Source: an optimization exercise on an open RTL-to-GDS flow (aim: small area, a short achievable clock period and few clock cycles per item). Production flows keep margins and buffers that such runs may drop. RTL that was checked went through simulation tests only; none was proved equivalent to the original. For runs 2 and 3, only the layout was checked, not whether the RTL still works. No activity file was given, so power comes from the tool's default toggle rates.

===== run.sh =====
#!/bin/bash
# synth_recipe.tcl (not shown) runs the flow's synth.tcl, then flattens the netlist and writes it again
# the make line also repeats each setting of config.mk as NAME=value (left out here)
make -C /OpenROAD-flow-scripts/flow DESIGN_CONFIG=/design/flow/config.mk WORK_HOME=/design/flow/orfs CLKGATE_MAP_FILE= SYNTH_SCRIPT=/design/flow/synth_recipe.tcl finish

===== config.mk =====
export PLATFORM = sky130hd
export DESIGN_NAME = router_bus_gnrtr
export DESIGN_NICKNAME = router_bus_gnrtr
export VERILOG_FILES = /design/flow/design.v
export SDC_FILE = /design/flow/constraint.sdc
export NUM_CORES = 4
export LEC_CHECK = 0
export CAP_MARGIN = 20
export CORE_MARGIN = 2
export CORE_UTILIZATION = 40
export SLEW_MARGIN = 20

===== constraint.sdc =====
create_clock -name core_clock -period 5.0 [get_ports {clk}]
set_input_delay 1.0000 -clock core_clock [delete_from_list [all_inputs] [get_ports {clk}]]
set_output_delay 1.0000 -clock core_clock [all_outputs]
set_load 0.01 [all_outputs]

===== design.v =====
module Counter_arb#(parameter mx_cnt = 32) (count, clk, en, rst);
  output reg [$clog2(mx_cnt)-1:0] count;
  input clk;
  input en;
  input rst;
     always @(posedge clk or posedge rst)begin
       if (rst)begin
           count <= 0;
       end else if (en) begin
         if(count == mx_cnt-1)begin
           count <= 0;
         end else begin
           count <= count + 1;
         end
       end
     end
endmodule
module fifo_flops_no_full #(parameter depth = 16,parameter bits = 32)(
  input [bits-1:0] Din,
  output reg [bits-1:0] Dout,
  input push,
  input pop,
  input clk,
  output reg pndng,
  input rst
);
  reg [bits-1:0] q[depth-1:0];
  reg [$clog2(depth):0] count;
  reg [$clog2(depth):0] nxt_count;
  integer k;
  genvar i;
  generate
    for(i=0;i<depth;i=i+1)begin:_dp_
       if(i==0)begin: _dp2_
         always@(posedge clk or posedge rst)begin
           if(rst) q[i] <= {bits{1'b0}};
           else if(push) q[i] <= Din;
         end
       end else begin: _dp3_
         always@(posedge clk or posedge rst)begin
           if(rst) q[i] <= {bits{1'b0}};
           else if(push) q[i] <= q[i-1];
         end
       end
    end
  endgenerate
  always@(*)begin
    Dout = {bits{1'b0}};
    for(k=0;k<depth;k=k+1)
      Dout = Dout | ((count==k+1)?q[k]:{bits{1'b0}});
  end
  always@(*)begin
    case({push,pop})
      2'b00: nxt_count = count;
      2'b01: begin
        if(count == 0) begin
          nxt_count = 0;
        end else begin
          nxt_count =count - 1;
        end
      end
      2'b10:begin
         if(count == depth)begin
           nxt_count = count;
         end else begin
           nxt_count = count+1;
        end
      end
      2'b11: nxt_count = count;
    endcase
    pndng = (count==0)?{1'b0}:{1'b1};
  end
  always@(posedge clk or posedge rst)begin
    if(rst) begin
      count <= 0;
    end else begin
      count <= nxt_count;
    end
  end
endmodule
module router_bus_gnrtr #(parameter pck_sz = 40, parameter num_ntrfs=4, parameter broadcast = {8{1'b1}}, parameter fifo_depth=8,parameter id_c = 2,parameter id_r = 2,parameter columns= 4, parameter rows = 4)(
  input clk,
  input reset,
  input [num_ntrfs*pck_sz-1:0] data_out_i_in,
  input [num_ntrfs-1:0] pndng_i_in,
  input [num_ntrfs-1:0] pop,
  output [num_ntrfs-1:0] popin,
  output [num_ntrfs-1:0] pndng,
  output [num_ntrfs*pck_sz-1:0] data_out
);
  wire pop_i;
  wire push_i;
  wire [num_ntrfs-1:0]pndng_i;
  wire [num_ntrfs*pck_sz-1:0] data_out_i;
  wire [$clog2(num_ntrfs)-1:0]trn;
  wire [pck_sz-1:0] data_in_i;
  genvar i;
  generate
    for(i=0;i<num_ntrfs; i=i+1)begin:_nu_
      router_bus_interface #(.pck_sz(pck_sz),.num_ntrfs(num_ntrfs), .ntrfs_id(i),.broadcast(broadcast),.fifo_depth(fifo_depth),.id_c(id_c),.id_r(id_r),.rows(rows), .columns(columns)) rtr_ntrfs_ (
        .clk(clk),
        .reset(reset),
        .data_in_i(data_in_i),
        .trn(trn),
        .pop(pop[i]),
        .pop_i(pop_i),
        .push_i(push_i),
        .data_out_i(data_out_i[i*pck_sz +: pck_sz]),
        .data_out_i_in(data_out_i_in[i*pck_sz +: pck_sz]),
        .data_out(data_out[i*pck_sz +: pck_sz]),
        .pndng(pndng[i]),
        .pndng_i(pndng_i[i]),
        .popin(popin[i]),
        .pndng_i_in(pndng_i_in[i])
    );
    end
  endgenerate
  Router_arbiter #(.num_ntrfs(num_ntrfs),.pck_sz(pck_sz)) arbitro(
  .reset(reset),
  .clk(clk),
  .pndng_i(pndng_i),
  .data_out_i(data_out_i),
  .trn(trn),
  .push_i(push_i),
  .pop_i(pop_i),
  .data_in_i(data_in_i)
);
endmodule 
module router_bus_interface #(parameter pck_sz = 40, parameter num_ntrfs=4, parameter [7:0]ntrfs_id = 0, parameter broadcast = {8{1'b1}}, parameter fifo_depth=4, parameter id_c=0,parameter id_r=0, parameter rows= 4, parameter columns=4) (
  input clk,
  input reset,
  input [pck_sz-1:0]data_in_i,
  input [$clog2(num_ntrfs)-1:0]trn,
  input pop_i,
  input push_i,
  input pop,
  output [pck_sz-1:0]data_out_i,
  input [pck_sz-1:0]data_out_i_in,
  output [pck_sz-1:0]data_out,
  output pndng,
  output pndng_i,
  output logic popin,
  input pndng_i_in
  );
  logic pre_psh;
  logic pre_pop;
  logic psh;
  fifo_flops_no_full #(.depth(fifo_depth),.bits(pck_sz))fifo_out (
    .Din(data_in_i),
    .Dout(data_out),
    .push(psh),
    .pop(pop),
    .clk(clk),
    .pndng(pndng),
    .rst(reset)
  );
  s_routing_table #(.id_r(id_r),.id_c(id_c),.pckg_sz(pck_sz), .rows(rows),.columns(columns)) rt (
  .Data_in(data_out_i_in),
  .Data_out_i(data_out_i)
);
  assign psh = pre_psh & push_i;
  assign popin = pre_pop & pop_i;
  assign pre_psh = ((ntrfs_id == data_in_i[pck_sz-1:pck_sz-8])|(data_in_i[pck_sz-1:pck_sz-8]== broadcast))?1:0; 
  assign pre_pop = (ntrfs_id == trn)?1:0;
  assign pndng_i = pndng_i_in;
endmodule
module rtr_rbtr_cntrl (
  input clk,
  input en,
  input rst,
  input pndng,
  output logic cnt_en,
  output logic push_i,
  output logic pop_i
);
 reg [1:0]cur_st;
 logic [1:0]nxt_st;
 parameter rst_st = 0;
 parameter psh1_st = 1;
 parameter cnt1_st = 2;
 parameter pop1_st = 3;
 always_comb begin
   case(cur_st)
     rst_st: begin
       nxt_st = pndng?psh1_st:cnt1_st;
     end 
     psh1_st: nxt_st = pop1_st;
     pop1_st: nxt_st = cnt1_st;
     cnt1_st: nxt_st = rst_st;
     default: nxt_st = rst_st;
  endcase
 end
 always@(posedge clk or posedge rst) begin
   if(rst) cur_st <= rst_st;
   else if(en) cur_st <= nxt_st;
 end
 always_comb begin
  case(cur_st)
    rst_st: begin
      cnt_en = 0;
      push_i = 0;
      pop_i = 0;
    end
    psh1_st: begin
      cnt_en = 0;
      push_i = 1;
      pop_i = 0;
    end
    pop1_st: begin
      cnt_en = 0;
      push_i = 0;
      pop_i = 1;
    end
    default: begin
      cnt_en =1;
      push_i = 0;
      pop_i = 0;
    end
  endcase
 end
endmodule
module param_mux #(parameter num_slct_lns = 2, parameter pck_sz = 4) (
  input  [num_slct_lns-1:0] select,
  input  [(2**num_slct_lns)*pck_sz-1:0]input_signal,
  output [pck_sz-1:0] out
);
  assign out = input_signal[select*pck_sz +: pck_sz];
endmodule
module param_mux_single_bit #(parameter num_slct_lns = 2) (
  input  [num_slct_lns-1:0] select,
  input  [(2**num_slct_lns)-1:0]input_signal,
  output out
);
  assign out = input_signal[select];
endmodule
module Router_arbiter #(parameter num_ntrfs=4, parameter pck_sz = 32) (
  input reset,
  input clk,
  input [num_ntrfs-1:0]pndng_i,
  input [num_ntrfs*pck_sz-1:0]data_out_i,
  output [$clog2(num_ntrfs)-1:0]trn,
  output push_i,
  output pop_i,
  output [pck_sz-1:0]data_in_i
);
  logic clk_en;
  logic cnt_en;
  wire pndng;
  assign clk_en = (pndng_i == 0)?0:1;
Counter_arb #(.mx_cnt(num_ntrfs)) contador(
  .count(trn), 
  .clk(clk), 
  .en(clk_en & cnt_en),
  .rst(reset)
 );
param_mux_single_bit #(.num_slct_lns($clog2(num_ntrfs))) pndng_mx(
 .select(trn),
 .input_signal(pndng_i),
 .out(pndng)
);
param_mux #(.num_slct_lns($clog2(num_ntrfs)),.pck_sz(pck_sz)) data_mx(
 .select(trn),
 .input_signal(data_out_i),
 .out(data_in_i)
);
rtr_rbtr_cntrl arbitro (
  .clk(clk),
  .en(clk_en),
  .rst(reset),
  .pndng(pndng),
  .cnt_en(cnt_en),
  .push_i(push_i),
  .pop_i(pop_i)
);
endmodule
module s_routing_table #(parameter id_r =0, parameter id_c = 0, parameter pckg_sz =32, parameter columns=4, parameter rows=4) (
  input [pckg_sz-1:0] Data_in,
  output logic [pckg_sz-1:0] Data_out_i
);
  always_comb begin
    Data_out_i[pckg_sz-9:0] = Data_in[pckg_sz-9:0];
    Data_out_i[pckg_sz-1:pckg_sz-8] = 8'd4;  
    if((id_r != rows)&(id_r != 1)&(id_c != columns)&(id_c != 1)) begin  
      if(Data_in[pckg_sz-17]) begin  
        if(Data_in[pckg_sz-9:pckg_sz-12] < id_r) begin
          Data_out_i[pckg_sz-1:pckg_sz-8] = 8'd0;
        end
        if(Data_in[pckg_sz-9: pckg_sz-12] > id_r) begin
          Data_out_i[pckg_sz-1:pckg_sz-8] = 8'd2;
        end
        if(Data_in[pckg_sz-9: pckg_sz-12] == id_r) begin
          if(Data_in[pckg_sz-13: pckg_sz-16] < id_c) begin
            Data_out_i[pckg_sz-1:pckg_sz-8] = 8'd3;
          end
          if(Data_in[pckg_sz-13: pckg_sz-16] > id_c) begin
            Data_out_i[pckg_sz-1:pckg_sz-8] = 8'd1;
          end
          if(Data_in[pckg_sz-13: pckg_sz-16]== id_c) begin
            Data_out_i[pckg_sz-1:pckg_sz-8] = 8'd4;
          end
        end
      end else begin  
        if(Data_in[pckg_sz-13: pckg_sz-16] < id_c) begin
          Data_out_i[pckg_sz-1:pckg_sz-8] = 8'd3;
        end
        if(Data_in[pckg_sz-13: pckg_sz-16] > id_c) begin
          Data_out_i[pckg_sz-1:pckg_sz-8] = 8'd1;
        end
        if(Data_in[pckg_sz-13: pckg_sz-16] == id_c) begin
          if(Data_in[pckg_sz-9: pckg_sz-12] < id_r) begin
            Data_out_i[pckg_sz-1:pckg_sz-8] = 8'd0;
          end
          if(Data_in[pckg_sz-9: pckg_sz-12] > id_r) begin
            Data_out_i[pckg_sz-1:pckg_sz-8] = 8'd2;
          end
          if(Data_in[pckg_sz-9: pckg_sz-12] == id_r) begin
            Data_out_i[pckg_sz-1:pckg_sz-8] = 8'd4;
          end
        end
      end
    end else begin  
      if(((Data_in[pckg_sz-9:pckg_sz-12] < id_r)&(id_r == 1))| 
         ((Data_in[pckg_sz-9:pckg_sz-12] > id_r)&(id_r == rows))| 
         ((Data_in[pckg_sz-13:pckg_sz-16] < id_c)&(id_c == 1))| 
         ((Data_in[pckg_sz-13:pckg_sz-16] > id_c)&(id_c == columns))) begin  
        if((Data_in[pckg_sz-9:pckg_sz-12] < id_r)&(id_r == 1)) begin  
          if(Data_in[pckg_sz-13: pckg_sz-16] == id_c) begin  
            Data_out_i[pckg_sz-1:pckg_sz-8] = 8'd0;
          end
          if(Data_in[pckg_sz-13: pckg_sz-16] < id_c)begin  
            Data_out_i[pckg_sz-1:pckg_sz-8] = 8'd3;
          end
          if(Data_in[pckg_sz-13: pckg_sz-16] > id_c)begin  
            Data_out_i[pckg_sz-1:pckg_sz-8] = 8'd1;
          end
        end
        if((Data_in[pckg_sz-9:pckg_sz-12] > id_r)&(id_r == rows)) begin  
          if(Data_in[pckg_sz-13: pckg_sz-16] == id_c) begin  
            Data_out_i[pckg_sz-1:pckg_sz-8] = 8'd2;
          end
          if(Data_in[pckg_sz-13: pckg_sz-16] < id_c)begin  
            Data_out_i[pckg_sz-1:pckg_sz-8] = 8'd3;
          end
          if(Data_in[pckg_sz-13: pckg_sz-16] > id_c)begin  
            Data_out_i[pckg_sz-1:pckg_sz-8] = 8'd1;
          end
        end
        if((Data_in[pckg_sz-13:pckg_sz-16] < id_c)&(id_c == 1)) begin  
          if(Data_in[pckg_sz-9: pckg_sz-12] == id_r) begin  
            Data_out_i[pckg_sz-1:pckg_sz-8] = 8'd3;
          end
          if(Data_in[pckg_sz-9: pckg_sz-12] < id_r)begin  
            Data_out_i[pckg_sz-1:pckg_sz-8] = 8'd0;
          end
          if(Data_in[pckg_sz-9: pckg_sz-12] > id_r)begin  
            Data_out_i[pckg_sz-1:pckg_sz-8] = 8'd2;
          end
        end
        if((Data_in[pckg_sz-13:pckg_sz-16] > id_c)&(id_c == columns)) begin  
          if(Data_in[pckg_sz-9: pckg_sz-12] == id_r) begin  
            Data_out_i[pckg_sz-1:pckg_sz-8] = 8'd1;
          end
          if(Data_in[pckg_sz-9: pckg_sz-12] < id_r)begin  
            Data_out_i[pckg_sz-1:pckg_sz-8] = 8'd0;
          end
          if(Data_in[pckg_sz-9: pckg_sz-12] > id_r)begin  
            Data_out_i[pckg_sz-1:pckg_sz-8] = 8'd2;
          end
        end
      end else begin  
        if(Data_in[pckg_sz-17]) begin  
          if(Data_in[pckg_sz-9:pckg_sz-12] < id_r) begin
            Data_out_i[pckg_sz-1:pckg_sz-8] = 8'd0;
          end
          if(Data_in[pckg_sz-9: pckg_sz-12] > id_r) begin
            Data_out_i[pckg_sz-1:pckg_sz-8] = 8'd2;
          end
          if(Data_in[pckg_sz-9: pckg_sz-12] == id_r) begin
            if(Data_in[pckg_sz-13: pckg_sz-16] < id_c) begin
              Data_out_i[pckg_sz-1:pckg_sz-8] = 8'd3;
            end
            if(Data_in[pckg_sz-13: pckg_sz-16] > id_c) begin
              Data_out_i[pckg_sz-1:pckg_sz-8] = 8'd1;
            end
            if(Data_in[pckg_sz-13: pckg_sz-16]== id_c) begin
              Data_out_i[pckg_sz-1:pckg_sz-8] = 8'd4;
            end
          end
        end else begin  
          if(Data_in[pckg_sz-13: pckg_sz-16] < id_c) begin
            Data_out_i[pckg_sz-1:pckg_sz-8] = 8'd3;
          end
          if(Data_in[pckg_sz-13: pckg_sz-16] > id_c) begin
            Data_out_i[pckg_sz-1:pckg_sz-8] = 8'd1;
          end
          if(Data_in[pckg_sz-13: pckg_sz-16] == id_c) begin
            if(Data_in[pckg_sz-9: pckg_sz-12] < id_r) begin
              Data_out_i[pckg_sz-1:pckg_sz-8] = 8'd0;
            end
            if(Data_in[pckg_sz-9: pckg_sz-12] > id_r) begin
              Data_out_i[pckg_sz-1:pckg_sz-8] = 8'd2;
            end
            if(Data_in[pckg_sz-9: pckg_sz-12] == id_r) begin
              Data_out_i[pckg_sz-1:pckg_sz-8] = 8'd4;
            end
          end
        end
      end
    end 
  end 
endmodule

==> flow_metrics.tcl, run 1 <==
set metrics [dict create \
    outcome "finished clean" \
    avgRoutedWirePerCell_um 23.5 \
    fp.dieW_um 359 \
    finalSetupTns_ns 0 \
    endpoint_kind "output port" \
    cts-htree-levels 3 \
    fin_crit_sh 0.890 \
    yosys_warnings 5 \
    grt_usage 0.199 \
    cts_tree "yes" \
    overflow 0 \
    rsz0062_at_grt "no" \
    antenna_found_initial 51 \
    ir_drop_mv 0.316 \
    dieArea_mm2 0.129 \
    grt_pass1_vias 31318 \
    synthCells 3515 \
    core.rowCount 130 \
    die_h_um 359 \
    drt_wl_total_um 129000 \
    synth.largest_area_cell "dfrtp_1" \
    hold_viol_final 0 \
    post-synth-top-count-cell "dfrtp_1" \
    initial_core_util 0.402 \
    numCtsBuffers 121 \
    cp_max_fo 22 \
    worstMarginPinSlew_ns 0.999 \
    synth_area_leaders "dfrtp_1, mux2_2, a22oi_1" \
    clock_skew_ns 0.0281 \
    clkSinkCount 1140 \
    drive_gt1_frac 0.350 \
    syn_to_final_growth_pct 17.2 \
    clk_pin_slew_ns 0.06 \
    cp.required_ns 4.00 \
    setup_violations 0 \
    power.leakage_nw 27.2 \
    drt_iter0_markers 2550 \
    ys_types 53 \
    holdCritPathClass "flop to flop" \
    place_area_mm2 0.0548 \
    grt_max_degree 156 \
    postCtsSetupBuffers 0 \
    port_buffers 285 \
    cts_root_buf "clkbuf_16" \
    drc 0 \
    r2r_slack_ns 1.53 \
    avgSynthCellArea_um2 14.3 \
    via_count 31110 \
    place_ws_ns 0.367 \
    dr.pass1.iters 7 \
    relSlewSlack 0.334 \
    core-area_mm2 0.125 \
    final_antenna_net_count 0 \
    cts_buffer_depth 3 \
    synth-seq-area-share 0.567 \
    cp-start-kind "flop" \
    ioPinCount 338 \
    stdcell_area_mm2 0.0590 \
    cts-resized-gates 0 \
    async_flop_share 1.00 \
    period_minus_slack_ns 4.45 \
    clk_latency_ns 0.72 \
    grt_pass1_wl_um 197000 \
    worst_slack_ns 0.549 \
    synth_commonest_cells "dfrtp_1, mux2_2, a22oi_1" \
    viasPerCell 5.66 \
    synth_top_area_share 0.567 \
    ys_ff_latch 1140 \
    ys.flop_type "dfrtp_1" \
    cp_data_arrival_time_ns 3.45 \
    maxCapViolations 0 \
    worstSetupPathType "flop to output port" \
    hpwlAfterDp_um 81500 \
    p_per_area_mw_per_mm2 568 \
    clock.fmax_mhz 225 \
    synth-edff-count 0 \
    syn_area_mm2 0.0504 \
    fillCellCount 11049 \
    routabilityCongestion 0.803 \
    fin_nets 3936 \
    slew_viol_final 0 \
    ctsHoldBuffers 0 \
]
[final cells by class]
class	instances	area [µm²]	share of cell area
inverter	18	71.3	0.00121
clock buffer	186	3690	0.0625
tap	1650	2060	0.0350
multi-input combinational	2085	20300	0.344
sequential	1140	28500	0.484
clock inverter	32	452	0.00766
timing repair buffer	373	3850	0.0653
antenna	14	35.0	0.000594
[metrics by stage]
step | util | cells | hold WS (ns) | power [mW]
final | 0.471 | 5498 | 0.488 | 33.5
after global routing | 0.471 | 5488 | 0.506 | 35.2
after CTS | 0.471 | 5484 | 0.493 | 33.9
after detailed placement | 0.438 | 5266 | 0.475 | 24.5
after global placement | 0.438 | 5266 | 0.469 | 24.4
after floorplan | - | 3534 | 0.453 | 20.1
[where the power goes]
group	switching [mW]	total, mW	internal, mW
Clock	3.72	9.22	5.51
Sequential	2.10	13.9	11.8
Combinational	5.36	10.4	5.00
[cell usage in the layout, fill, tap and decap left out, drive strengths merged, types with 12 or more instances in the layout]
cell	synthesis	final
inv	18	19
clkdlybuf4s50	0	285
and2	32	32
o21ai	23	23
clkbuf	138	186
ha	27	27
mux2	1102	1102
mux4	33	33
diode	0	14
nor2b	12	12
nand2	15	15
conb	1	20
a22oi	560	560
clkinv	0	17
buf	153	88
nor2	20	20
nand4	145	145
dfrtp	1140	1140
[path summary, 6_finish.rpt]
| check | from | endpoint | depth (start not counted) |
|---|---|---|---|
| setup / recovery | _nu_[1].rtr_ntrfs_.fifo_out.count[0] | data_out[59] | 8 |
| hold / removal | _nu_[2].rtr_ntrfs_.fifo_out.q[7][21] | _nu_[2].rtr_ntrfs_.fifo_out.q[7][21] | 1 |
| setup reg to reg | arbitro.contador.count[0] | _nu_[0].rtr_ntrfs_.fifo_out.q[5][17] | 8 |
| hold reg to reg | _nu_[2].rtr_ntrfs_.fifo_out.q[7][21] | _nu_[2].rtr_ntrfs_.fifo_out.q[7][21] | 1 |
| max in group asynchronous | reset | _nu_[2].rtr_ntrfs_.fifo_out.q[5][5] | 3 |
| min in group asynchronous | reset | _nu_[0].rtr_ntrfs_.fifo_out.q[7][16] | 2 |
[critical path, stage by stage (launching register included)]
cell and delay (ns):
dfrtp_1 0.43, inv_1 0.16, ha_1 0.28, nand2_1 0.12, nor2_4 0.52, buf_12 0.28
a22oi_1 0.11, nand4_1 0.25, clkdlybuf4s50_1 0.59
[logic make-up after synthesis]
group | count (synthesis) | share of synthesized area
muxes | 1143 | 0.269
DFF | 1140 | 0.567
AOI/OAI and AO/OA | 632 | 0.0935
buffers and inverters | 309 | 0.0327
and+or+nand+nor | 260 | 0.0312
adders and majority gates | 27 | 0.00671
xor gates and xnor gates | 3 | 0.000522
other | 1 | 0.0000745
[flip-flops by register name, indices dropped and copies added (netlist names)]
| signal | count |
|---|---|
| _nu_.rtr_ntrfs_.fifo_out.count | 16 |
| _nu_.rtr_ntrfs_.fifo_out.q | 1120 |
| arbitro.arbitro.cur_st | 2 |
| arbitro.contador.count | 2 |
[metal layers]
layer | part of all wire | track usage | wire length (µm)
met5 | 0.0018 | 0 | 228
met4 | 0.026 | 0.0614 | 3370
met3 | 0.086 | 0.0635 | 11100
met2 | 0.45 | 0.301 | 57700
met1 | 0.44 | 0.271 | 57000
Testbench counts, summed over its fixed seeds: cycles 19,192, packets 4,800.
==> run 2, diff against run 1 <==
==> design.v (replaced) <==
module rr_arbiter #(parameter n = 4) (
  input clk,
  input rst,
  input [n-1:0] req,
  output logic [n-1:0] gnt
);
  reg [n-1:0] prio;
  integer k, d, j;
  logic path, clear;
  always_comb begin
    for (k = 0; k < n; k = k + 1) begin
      path = 1'b0;
      for (d = 0; d < n; d = d + 1) begin
        clear = prio[(k + n - d) % n];
        for (j = 1; j <= d; j = j + 1)
          clear = clear & ~req[(k + n - j) % n];
        path = path | clear;
      end
      gnt[k] = req[k] & path;
    end
  end
  always @(posedge clk or posedge rst) begin
    if (rst) prio <= {{(n-1){1'b0}}, 1'b1};
    else if (|req) prio <= {gnt[n-2:0], gnt[n-1]};
  end
endmodule
module out_fifo #(parameter depth = 8, parameter bits = 32) (
  input clk,
  input rst,
  input [bits-1:0] din,
  input push,
  input pop,
  output logic [bits-1:0] dout,
  output reg pndng
);
  reg [bits-1:0] q [depth-1:0];
  reg [depth-1:0] wp;    
  reg [depth-1:0] rp;    
  wire do_pop = pop & pndng;
  integer k;
  genvar i;
  generate
    for (i = 0; i < depth; i = i + 1) begin : _e_
      always @(posedge clk)
        if (push & wp[i]) q[i] <= din;
    end
  endgenerate
  always_comb begin
    dout = {bits{1'b0}};
    for (k = 0; k < depth; k = k + 1)
      dout = dout | (q[k] & {bits{rp[k]}});
  end
  wire last = ({rp[depth-2:0], rp[depth-1]} == wp);
  always @(posedge clk or posedge rst) begin
    if (rst) begin
      wp <= {{(depth-1){1'b0}}, 1'b1};
      rp <= {{(depth-1){1'b0}}, 1'b1};
      pndng <= 1'b0;
    end else begin
      if (push) wp <= {wp[depth-2:0], wp[depth-1]};
      if (do_pop) rp <= {rp[depth-2:0], rp[depth-1]};
      if (push) pndng <= 1'b1;
      else if (do_pop & last) pndng <= 1'b0;
    end
  end
endmodule
module router_bus_gnrtr #(parameter pck_sz = 40, parameter num_ntrfs=4, parameter broadcast = {8{1'b1}}, parameter fifo_depth=8,parameter id_c = 2,parameter id_r = 2,parameter columns= 4, parameter rows = 4)(
  input clk,
  input reset,
  input [num_ntrfs*pck_sz-1:0] data_out_i_in,
  input [num_ntrfs-1:0] pndng_i_in,
  input [num_ntrfs-1:0] pop,
  output [num_ntrfs-1:0] popin,
  output [num_ntrfs-1:0] pndng,
  output [num_ntrfs*pck_sz-1:0] data_out
);
  localparam pb = pck_sz - 8;     
  logic [3:0] req [0:3];    
  logic [3:0] gnt [0:3];
  logic [3:0] drop;         
  logic [3:0] take;
  logic [pb-1:0] win [0:3];
  genvar i, o;
  generate
    for (i = 0; i < 4; i = i + 1) begin : _in_
      wire [3:0] r = data_out_i_in[i*pck_sz + pb - 1 -: 4];
      wire [3:0] c = data_out_i_in[i*pck_sz + pb - 5 -: 4];
      wire m = data_out_i_in[i*pck_sz + pb - 9];
      wire rlt = r < id_r, rgt = r > id_r, clt = c < id_c, cgt = c > id_c;
      wire req0 = m ? rlt : (!clt & !cgt & rlt);
      wire req2 = m ? rgt : (!clt & !cgt & rgt);
      wire req3 = m ? (!rlt & !rgt & clt) : clt;
      wire req1 = m ? (!rlt & !rgt & cgt) : cgt;
      always_comb begin
        req[0][i] = pndng_i_in[i] & req0;
        req[1][i] = pndng_i_in[i] & req1;
        req[2][i] = pndng_i_in[i] & req2;
        req[3][i] = pndng_i_in[i] & req3;
        drop[i] = pndng_i_in[i] & !req0 & !req1 & !req2 & !req3;
        take[i] = drop[i] | gnt[0][i] | gnt[1][i] | gnt[2][i] | gnt[3][i];
      end
      assign popin[i] = take[i];
    end
    for (o = 0; o < 4; o = o + 1) begin : _out_
      rr_arbiter #(.n(4)) arb (
        .clk(clk), .rst(reset), .req(req[o]), .gnt(gnt[o])
      );
      always_comb begin
        win[o] = {pb{1'b0}};
        for (int j = 0; j < 4; j = j + 1)
          win[o] = win[o] | (data_out_i_in[j*pck_sz +: pb] & {pb{gnt[o][j]}});
      end
      out_fifo #(.depth(fifo_depth), .bits(pb)) fifo_out (
        .clk(clk), .rst(reset), .din(win[o]), .push(|req[o]), .pop(pop[o]),
        .dout(data_out[o*pck_sz +: pb]), .pndng(pndng[o])
      );
      assign data_out[o*pck_sz + pb +: 8] = 8'(o);
    end
  endgenerate
endmodule
==> run 2 against run 1 <==
Net effect: via count is 9.2% lower; core utilization up 1.7 points; register-to-register slack better by 0.74 ns; die area down 14%; synthesized cell count fell by 25%; clock skew up 0.0024 ns; synthesized area is 14% lower; combinational power fell by about 90%; worst setup slack got worse by 0.46 ns; maximum frequency down 9.4%; largest cell class unchanged; largest power group unchanged.
==> flow_metrics.tcl, run 2 <==
set metrics [dict create \
    outcome "finished clean" \
    synth.largest_area_cell "edfxtp_1" \
    postCtsSetupBuffers 0 \
    hpwlAfterDp_um 85800 \
    p_per_area_mw_per_mm2 376 \
    drc 0 \
    initial_core_util 0.404 \
    routabilityCongestion 0.928 \
    min_from "_out_[2].fifo_out.wp[6]" \
    syn_to_final_growth_pct 20.8 \
    post-synth-top-count-cell "edfxtp_1" \
    worstReg2RegStart "_out_[0].fifo_out.rp[0]" \
    grt_max_degree 62 \
    synth_commonest_cells "edfxtp_1, a22oi_1, clkbuf_1" \
    port_buffers 273 \
    ir_drop_mv 0.311 \
    top_regs "_out_.fifo_out.q: 1024 flops, _out_.fifo_out.rp: 32 flops, _out_.fifo_out.wp: 32 flops" \
    period_minus_slack_ns 4.91 \
    cp_max_fo 3 \
    drive_gt1_frac 0.139 \
    largest_register_ffs 1024 \
    hold_viol_final 0 \
    viasPerCell 6.29 \
    largest_register "_out_.fifo_out.q" \
    clock.fmax_mhz 204 \
    core.rowCount 120 \
    cts-htree-levels 3 \
    ys_types 60 \
    clkSinkCount 1108 \
    place_ws_ns 0.0771 \
    final_antenna_net_count 0 \
    core-area_mm2 0.107 \
    critPathTopFamily "buffers and inverters" \
    cp.required_ns 4.00 \
    cp-start-kind "primary input" \
    critPathBufInv 3 \
    ioPinCount 338 \
    die_h_um 333 \
    cts-resized-gates 0 \
    synth-seq-area-share 0.760 \
    drt_wl_total_um 142000 \
    cts_root_buf "clkbuf_16" \
    cts_buffer_depth 3 \
    clk_latency_ns 0.70 \
    dieArea_mm2 0.111 \
    synthCells 2622 \
    critPathMostFrequentCell "clkdlybuf4s50_1" \
    critical_path.max_stage_delay_ns 0.51 \
    grt_usage 0.249 \
    fillCellCount 8816 \
    synth-edff-count 1024 \
    cts_tree "yes" \
    seqCellArea_mm2 0.0329 \
    grt_pass1_vias 27253 \
    via_count 28257 \
    worstMarginPinSlew_ns 1.05 \
    yosys_warnings 9 \
    path_cells "clkdlybuf4s50_1, nor4b_2, o21ai_1, a21oi_1, buf_4, a211oi_4, a311o_1, or4_1, clkdlybuf4s50_1" \
    async_flop_share 0.0758 \
    clk_pin_slew_ns 0.06 \
    ys.flop_type "edfxtp_1" \
    ctsHoldBuffers 0 \
    dr.pass1.iters 10 \
    layout_commonest_cell "edfxtp_1" \
    cp_data_arrival_time_ns 3.91 \
    synth_area_leaders "edfxtp_1, a22oi_1, dfrtp_1" \
    holdCritPathClass "flop to flop" \
    antenna_found_initial 11 \
    clock_skew_ns 0.0305 \
    relSlewSlack 0.300 \
    worstSetupPathType "primary input to output port" \
    crit_start "data_out_i_in[66]" \
    fin_nets 3157 \
    slew_viol_final 0 \
    ys_ff_latch 1108 \
    drt_iter0_markers 4168 \
    numCtsBuffers 108 \
    final_cell_mix "edfxtp_1, a22oi_1, clkdlybuf4s50_1, nand4_1, buf_4" \
    cp_slowest_cell "clkdlybuf4s50_1" \
    setup_violations 0 \
    finalSetupTns_ns 0 \
    syn_area_mm2 0.0432 \
    endpoint_kind "output port" \
    power.leakage_nw 17.7 \
    fp.dieW_um 333 \
    rsz0062_at_grt "no" \
    worst_slack_ns 0.0888 \
    grt_pass1_wl_um 199000 \
    fin_crit_sh 0.982 \
    synth_top_area_share 0.711 \
    multiInputGateArea_mm2 0.00985 \
    overflow 0 \
    avgSynthCellArea_um2 16.5 \
    maxCapViolations 0 \
    avgRoutedWirePerCell_um 31.6 \
]
run 2: final timing paths:
path | endpoint | slack, ns | cells past startpoint
max | popin[3] | 0.09 | 9
min | _out_[2].fifo_out.wp[6] | 0.51 | 1
max reg2reg | _out_[0].fifo_out.pndng | 2.27 | 5
min reg2reg | _out_[2].fifo_out.wp[6] | 0.51 | 1
max in group asynchronous | _out_[3].fifo_out.rp[0] | 3.17 | 3
min in group asynchronous | _out_[3].arb.prio[3] | 0.88 | 2
run 2: layout make-up:
class,instances,share of cell area
antenna,9,0.000431
clock buffer,139,0.0555
clock inverter,67,0.0152
inverter,15,0.00113
multi-input combinational,1346,0.189
sequential,1108,0.630
tap,1403,0.0336
timing repair buffer,408,0.0753
run 2: stage by stage:
step           total power, mW  instance area (µm²)  hold WS [ns]   util  std cells
2_1_floorplan             10.8                43500         0.470      -       2700
3_3_place_gp              11.4                48500         0.497  0.453       4280
3_5_place_dp              11.4                48500         0.500  0.453       4280
4_1_cts                   19.7                52200         0.514  0.488       4486
5_1_grt                   20.1                52200         0.540  0.488       4487
6_report                  19.7                52200         0.511  0.488       4495
run 2: where the power goes:
| group | leakage (nW) | switching [mW] | total, mW | internal (mW) |
|---|---|---|---|---|
| registers | 10.7 | 0.0247 | 10.2 | 10.2 |
| logic | 5.19 | 0.735 | 1.03 | 0.300 |
| clock network | 1.81 | 3.48 | 8.37 | 4.89 |
| total | 17.7 | 4.24 | 19.7 | 15.4 |
run 2: kinds of logic (layout without fill, tap and decap cells):
| kind of cell | count (synthesis) | count (layout) | share of synthesized area |
|---|---|---|---|
| AND/OR/NAND/NOR | 361 | 361 | 0.0448 |
| multiplexers | 40 | 40 | 0.0104 |
| flip-flops | 1108 | 1108 | 0.760 |
| XOR/XNOR | 32 | 32 | 0.00648 |
| buffers and inverters | 246 | 629 | 0.0252 |
| other | 2 | 89 | 0.000174 |
| AO/OA/AOI/OAI | 833 | 833 | 0.153 |
run 2: per-layer routing:
layer	vias up	track usage	wire [µm]
li1	11644	-	-
met1	14414	0.353	57600
met2	1900	0.375	63600
met3	291	0.0666	16800
met4	8	0.0751	4150
met5	-	0	49
run 2: worst reg2reg max path, stage by stage, from the launching register on:
cell,delay (ns)
dfstp_2,1.22
xor2_1,0.16
nor4_1,0.30
nand3_1,0.11
o41ai_1,0.59
nand3_1,0.20
==> run 3, diff against run 2 <==
--- a/design.v
+++ b/design.v
@@ -110,10 +110,26 @@
         for (int j = 0; j < 4; j = j + 1)
           win[o] = win[o] | (data_out_i_in[j*pck_sz +: pb] & {pb{gnt[o][j]}});
       end
-      out_fifo #(.depth(fifo_depth), .bits(pb)) fifo_out (
-        .clk(clk), .rst(reset), .din(win[o]), .push(|req[o]), .pop(pop[o]),
-        .dout(data_out[o*pck_sz +: pb]), .pndng(pndng[o])
-      );
+      if (o == 0) begin : _o0_
+        logic [pb-4:0] dq;
+        out_fifo #(.depth(fifo_depth), .bits(pb-3)) fifo_out (
+          .clk(clk), .rst(reset), .din({win[o][pb-4], win[o][pb-5:0]}), .push(|req[o]), .pop(pop[o]),
+          .dout(dq), .pndng(pndng[o])
+        );
+        assign data_out[o*pck_sz +: pb] = {3'b000, dq};
+      end else if (o == 3) begin : _o3_
+        logic [pb-4:0] dq;
+        out_fifo #(.depth(fifo_depth), .bits(pb-3)) fifo_out (
+          .clk(clk), .rst(reset), .din({win[o][pb-1 -: 4], win[o][pb-8:0]}), .push(|req[o]), .pop(pop[o]),
+          .dout(dq), .pndng(pndng[o])
+        );
+        assign data_out[o*pck_sz +: pb] = {dq[pb-4 -: 4], 3'b000, dq[pb-8:0]};
+      end else begin : _o12_
+        out_fifo #(.depth(fifo_depth), .bits(pb)) fifo_out (
+          .clk(clk), .rst(reset), .din(win[o]), .push(|req[o]), .pop(pop[o]),
+          .dout(data_out[o*pck_sz +: pb]), .pndng(pndng[o])
+        );
+      end
       assign data_out[o*pck_sz + pb +: 8] = 8'(o);
     end
   endgenerate
==> flow/run.sh (new file) <==
#!/bin/bash
set -euo pipefail
export BUFFER_PORTS_ARGS="-buffer_cell sky130_fd_sc_hd__buf_2"
bash standard.sh > flow_make.log 2>&1
==> standard.sh (new file) <==
#!/bin/bash
# synth_recipe.tcl (not shown) runs the flow's synth.tcl, then flattens the netlist and writes it again
# the make line also repeats each setting of config.mk as NAME=value (left out here)
make -C /OpenROAD-flow-scripts/flow DESIGN_CONFIG=/design/flow/config.mk WORK_HOME=/design/flow/orfs CLKGATE_MAP_FILE= SYNTH_SCRIPT=/design/flow/synth_recipe.tcl "${@:-finish}"
--- a/config.mk
+++ b/config.mk
@@ -8,4 +8,5 @@
 export CAP_MARGIN = 20
 export CORE_MARGIN = 2
 export CORE_UTILIZATION = 40
+export SETUP_SLACK_MARGIN = 1.5
 export SLEW_MARGIN = 20
removed: run.sh
==> run 3 against run 2 <==
Net effect: the layout now fails its checks (antenna rules); non-clock buffer count grew 13; clock power shrank 9.3%; critical path depth grew 1; via count shrank 1.2%; maximum frequency grew 18%; highest routed layer unchanged.
==> flow_metrics.tcl, run 3 <==
set metrics [dict create \
    outcome "finished with violations" \
    violations "antenna rules" \
    cts_tree "yes" \
    drt_iter0_markers 4103 \
    grt_pass1_wl_um 194000 \
    critPathBufInv 4 \
    maxCapViolations 0 \
    critical_path.max_stage_delay_ns 0.59 \
    core.rowCount 118 \
    cts_root_buf "clkbuf_16" \
    clock_skew_ns 0.0186 \
    critPathTopFamily "simple AND/OR/NAND/NOR gates" \
    ioPinCount 338 \
    drive_gt1_frac 0.253 \
    yosys_warnings 11 \
    fin_nets 3087 \
    layout_commonest_cell "edfxtp_1" \
    critPathCapture "popin[0]" \
    cp_slowest_cell "or4b_4" \
    avgRoutedWirePerCell_um 31.7 \
    worstReg2RegStart "_out_[3].arb.prio[1]" \
    syn_to_final_growth_pct 18.8 \
    clock.fmax_mhz 241 \
    critPathMostFrequentCell "buf_6" \
    ir_drop_mv 0.277 \
    multiInputGateArea_mm2 0.00998 \
    dr.pass1.iters 6 \
    avgSynthCellArea_um2 16.2 \
    synth_commonest_cells "edfxtp_1, a22oi_1, clkbuf_1" \
    fin_crit_sh 0.829 \
    final_cell_mix "edfxtp_1, a22oi_1, buf_2, nand4_1, clkbuf_16" \
    via_count 27916 \
    cp-start-kind "primary input" \
    grt_max_degree 65 \
    overflow 0 \
    pwr-share-clk 0.395 \
    drt_wl_total_um 140000 \
    power.leakage_nw 17.9 \
    final_antenna_net_count 1 \
    r2r_slack_ns 1.95 \
    ys_ff_latch 1060 \
    clk_pin_slew_ns 0.06 \
    synth_area_leaders "edfxtp_1, a22oi_1, dfrtp_1" \
    hold_viol_final 0 \
    endpoint_kind "output port" \
    worstSetupPathType "primary input to output port" \
    drc 0 \
    hpwlAfterDp_um 84900 \
    synth.largest_area_cell "edfxtp_1" \
    period_minus_slack_ns 4.15 \
    seqCellArea_mm2 0.0315 \
    switching_share 0.238 \
    ctsHoldBuffers 0 \
    place_ws_ns 0.554 \
    rsz0062_at_grt "yes" \
    setup_violations 0 \
    ys_types 69 \
    cp_data_arrival_time_ns 3.15 \
    grt_pass1_vias 26355 \
    dieArea_mm2 0.108 \
    power_switching_mw 4.57 \
    largest_register_ffs 512 \
    relSlewSlack 0.323 \
    clk_latency_ns 0.71 \
    cts_buffer_depth 3 \
    r2r_end "_out_[3].genblk1._o3_.fifo_out.q[4][9]" \
    slew_viol_final 0 \
    viasPerCell 6.33 \
    synth_top_area_share 0.698 \
    fillCellCount 8708 \
    cp.required_ns 4.00 \
    p_per_area_mw_per_mm2 385 \
    port_buffers 267 \
    seq_power_share 0.516 \
    synthCells 2588 \
    largest_register "_out_.genblk1._o12_.fifo_out.q" \
    grt_usage 0.251 \
    ys.flop_type "edfxtp_1" \
    post-synth-top-count-cell "edfxtp_1" \
    initial_core_util 0.405 \
    intPower_mw 14.6 \
    synth-seq-area-share 0.748 \
    holdWs_ns 0.471 \
    holdCritPathClass "primary input to async pin" \
    fp.dieW_um 328 \
    cts-htree-levels 3 \
    syn_area_mm2 0.0420 \
    p_comb_frac 0.088 \
    top_regs "_out_.genblk1._o12_.fifo_out.q: 512 flops, _out_._o0_.fifo_out.q: 232 flops, _out_.genblk1._o3_.fifo_out.q: 232 flops" \
    cp_max_fo 6 \
    die_h_um 328 \
    finalSetupTns_ns 0 \
    path_cells "buf_8, or4b_4, a211oi_4, buf_4, buf_6, or2_4, o21a_1, nor2_2, or4_4, buf_6" \
    total_power_mw 19.2 \
    numCtsBuffers 107 \
    final_core_util 0.481 \
    async_flop_share 0.0792 \
    worstMarginPinSlew_ns 1.01 \
    core-area_mm2 0.104 \
    path_depth 10 \
    reg2regPathDepth 18 \
    routabilityCongestion 0.871 \
    worst_slack_ns 0.853 \
    synth-edff-count 976 \
    crit_start "data_out_i_in[111]" \
    clkSinkCount 1060 \
    antenna_found_initial 40 \
]
run 3: cell types whose count changed after synthesis, sizes merged, moves of 30 or more:
cell,before,now
a221o,62,118
a222oi,34,0
nand2,118,79
edfxtp,1024,976
a22oi,540,490
inv,15,72
o22ai,1,31
run 3: metal layers:
layer / wire, µm / share of wire / track usage / vias to the layer above
met4: 3620 / 0.026 / 0.0674 / 42
met1: 57000 / 0.41 / 0.362 / 14487
met2: 61900 / 0.44 / 0.371 / 1703
li1: - / - / - / 11430
met3: 17200 / 0.12 / 0.0750 / 254
met5: 281 / 0.0020 / 0 / -
run 3: logic make-up (layout without fill, tap and decap cells):
family,after synthesis,in the layout,synth area share
XOR/XNOR,32,32,0.00668
multiplexers,32,32,0.00858
AND/OR/NAND/NOR,291,292,0.0396
AO/OA/AOI/OAI,861,861,0.164
other,2,57,0.000179
buffers and inverters,310,694,0.0326
flip-flops,1060,1060,0.748
run 3: what timing repair did:
| action | 4_1_cts | 5_1_grt |
|---|---|---|
| pin swaps | 22 | 45 |
| gates resized for setup | 70 | 111 |
| gates cloned | 3 | 6 |
| setup endpoints to repair | 67 | 466 |
| setup buffers | 44 | 37 |
run 3: layout make-up:
type	count	share of cell area
repair buffers	421	0.0610
well taps	1380	0.0346
diodes	19	0.000953
inverters	72	0.00547
flip-flops and latches	1060	0.631
clock inverters	55	0.00946
clock buffers	146	0.0570
multi-input cells	1255	0.200
run 3: per-stage QoR:
stage | std cells | area [µm²]
after floorplan | 2624 | 42200
after global placement | 4098 | 44900
after detailed placement | 4098 | 44900
after CTS | 4346 | 48900
after global routing | 4395 | 49900
final | 4408 | 49900
run 3: worst min-delay path by stage:
stage / startpoint / end / slack (ns) / cells after the start
floorplan: _out_[3].arb.prio[3] / _out_[3].arb.prio[3] / 0.47 / 2
CTS: reset / _out_[3].genblk1._o3_.fifo_out.rp[3] / 0.49 / 2
global route: reset / _out_[3].genblk1._o3_.fifo_out.rp[3] / 0.52 / 2
finish: reset / _out_[3].genblk1._o3_.fifo_out.rp[3] / 0.47 / 2
detailed placement: _out_[0]._o0_.fifo_out.wp[3] / _out_[0]._o0_.fifo_out.wp[3] / 0.50 / 1
global placement: _out_[1].genblk1._o12_.fifo_out.wp[2] / _out_[1].genblk1._o12_.fifo_out.wp[2] / 0.49 / 1
run 3: power groups by stage:
stage,combinational [mW],sequential [mW],clock (mW)
after detailed placement,1.30,10.1,0
after floorplan,0.727,10.1,0
after global placement,1.26,10.1,0
after CTS,1.52,9.91,7.67
final,1.70,9.92,7.59
after global routing,1.75,9.91,8.02

[re-timing with driven ports]
No port has a modelled driver above. Below, the same layouts with a new extraction and two added sets of constraints.
Step 1 assumes that a clkbuf_16 drives the clock port and a buf_2 every other input.
Step 2 adds t to the input delays and takes it off the output delays; t is the mean of the earliest and latest rising clock arrival at the registers after step 1. Input paths then give back, and output paths get back, about the clock's delay inside the block.
Slacks: no drivers / after step 1 / after step 2; pairs: no drivers / after step 1.
| run | t, ns | slack for setup (ns) | latest minus earliest clock arrival (ns) | worst register clock-pin slew, ns | pins driven straight from the clock port |
|---|---|---|---|---|---|
| run 1 | 0.785 | 0.549 / 0.477 / 0.150 | 0.032 / 0.032 | 0.06 / 0.06 | 1 |
| run 2 | 0.754 | 0.089 / 0.060 / 0.060 | 0.030 / 0.030 | 0.07 / 0.07 | 1 |
| run 3 | 0.769 | 0.853 / 0.784 / 0.409 | 0.028 / 0.028 | 0.07 / 0.07 | 1 |
The setup slack of run 3, which loses most, moves by -0.069 ns with the drivers and by -0.444 ns with both steps.
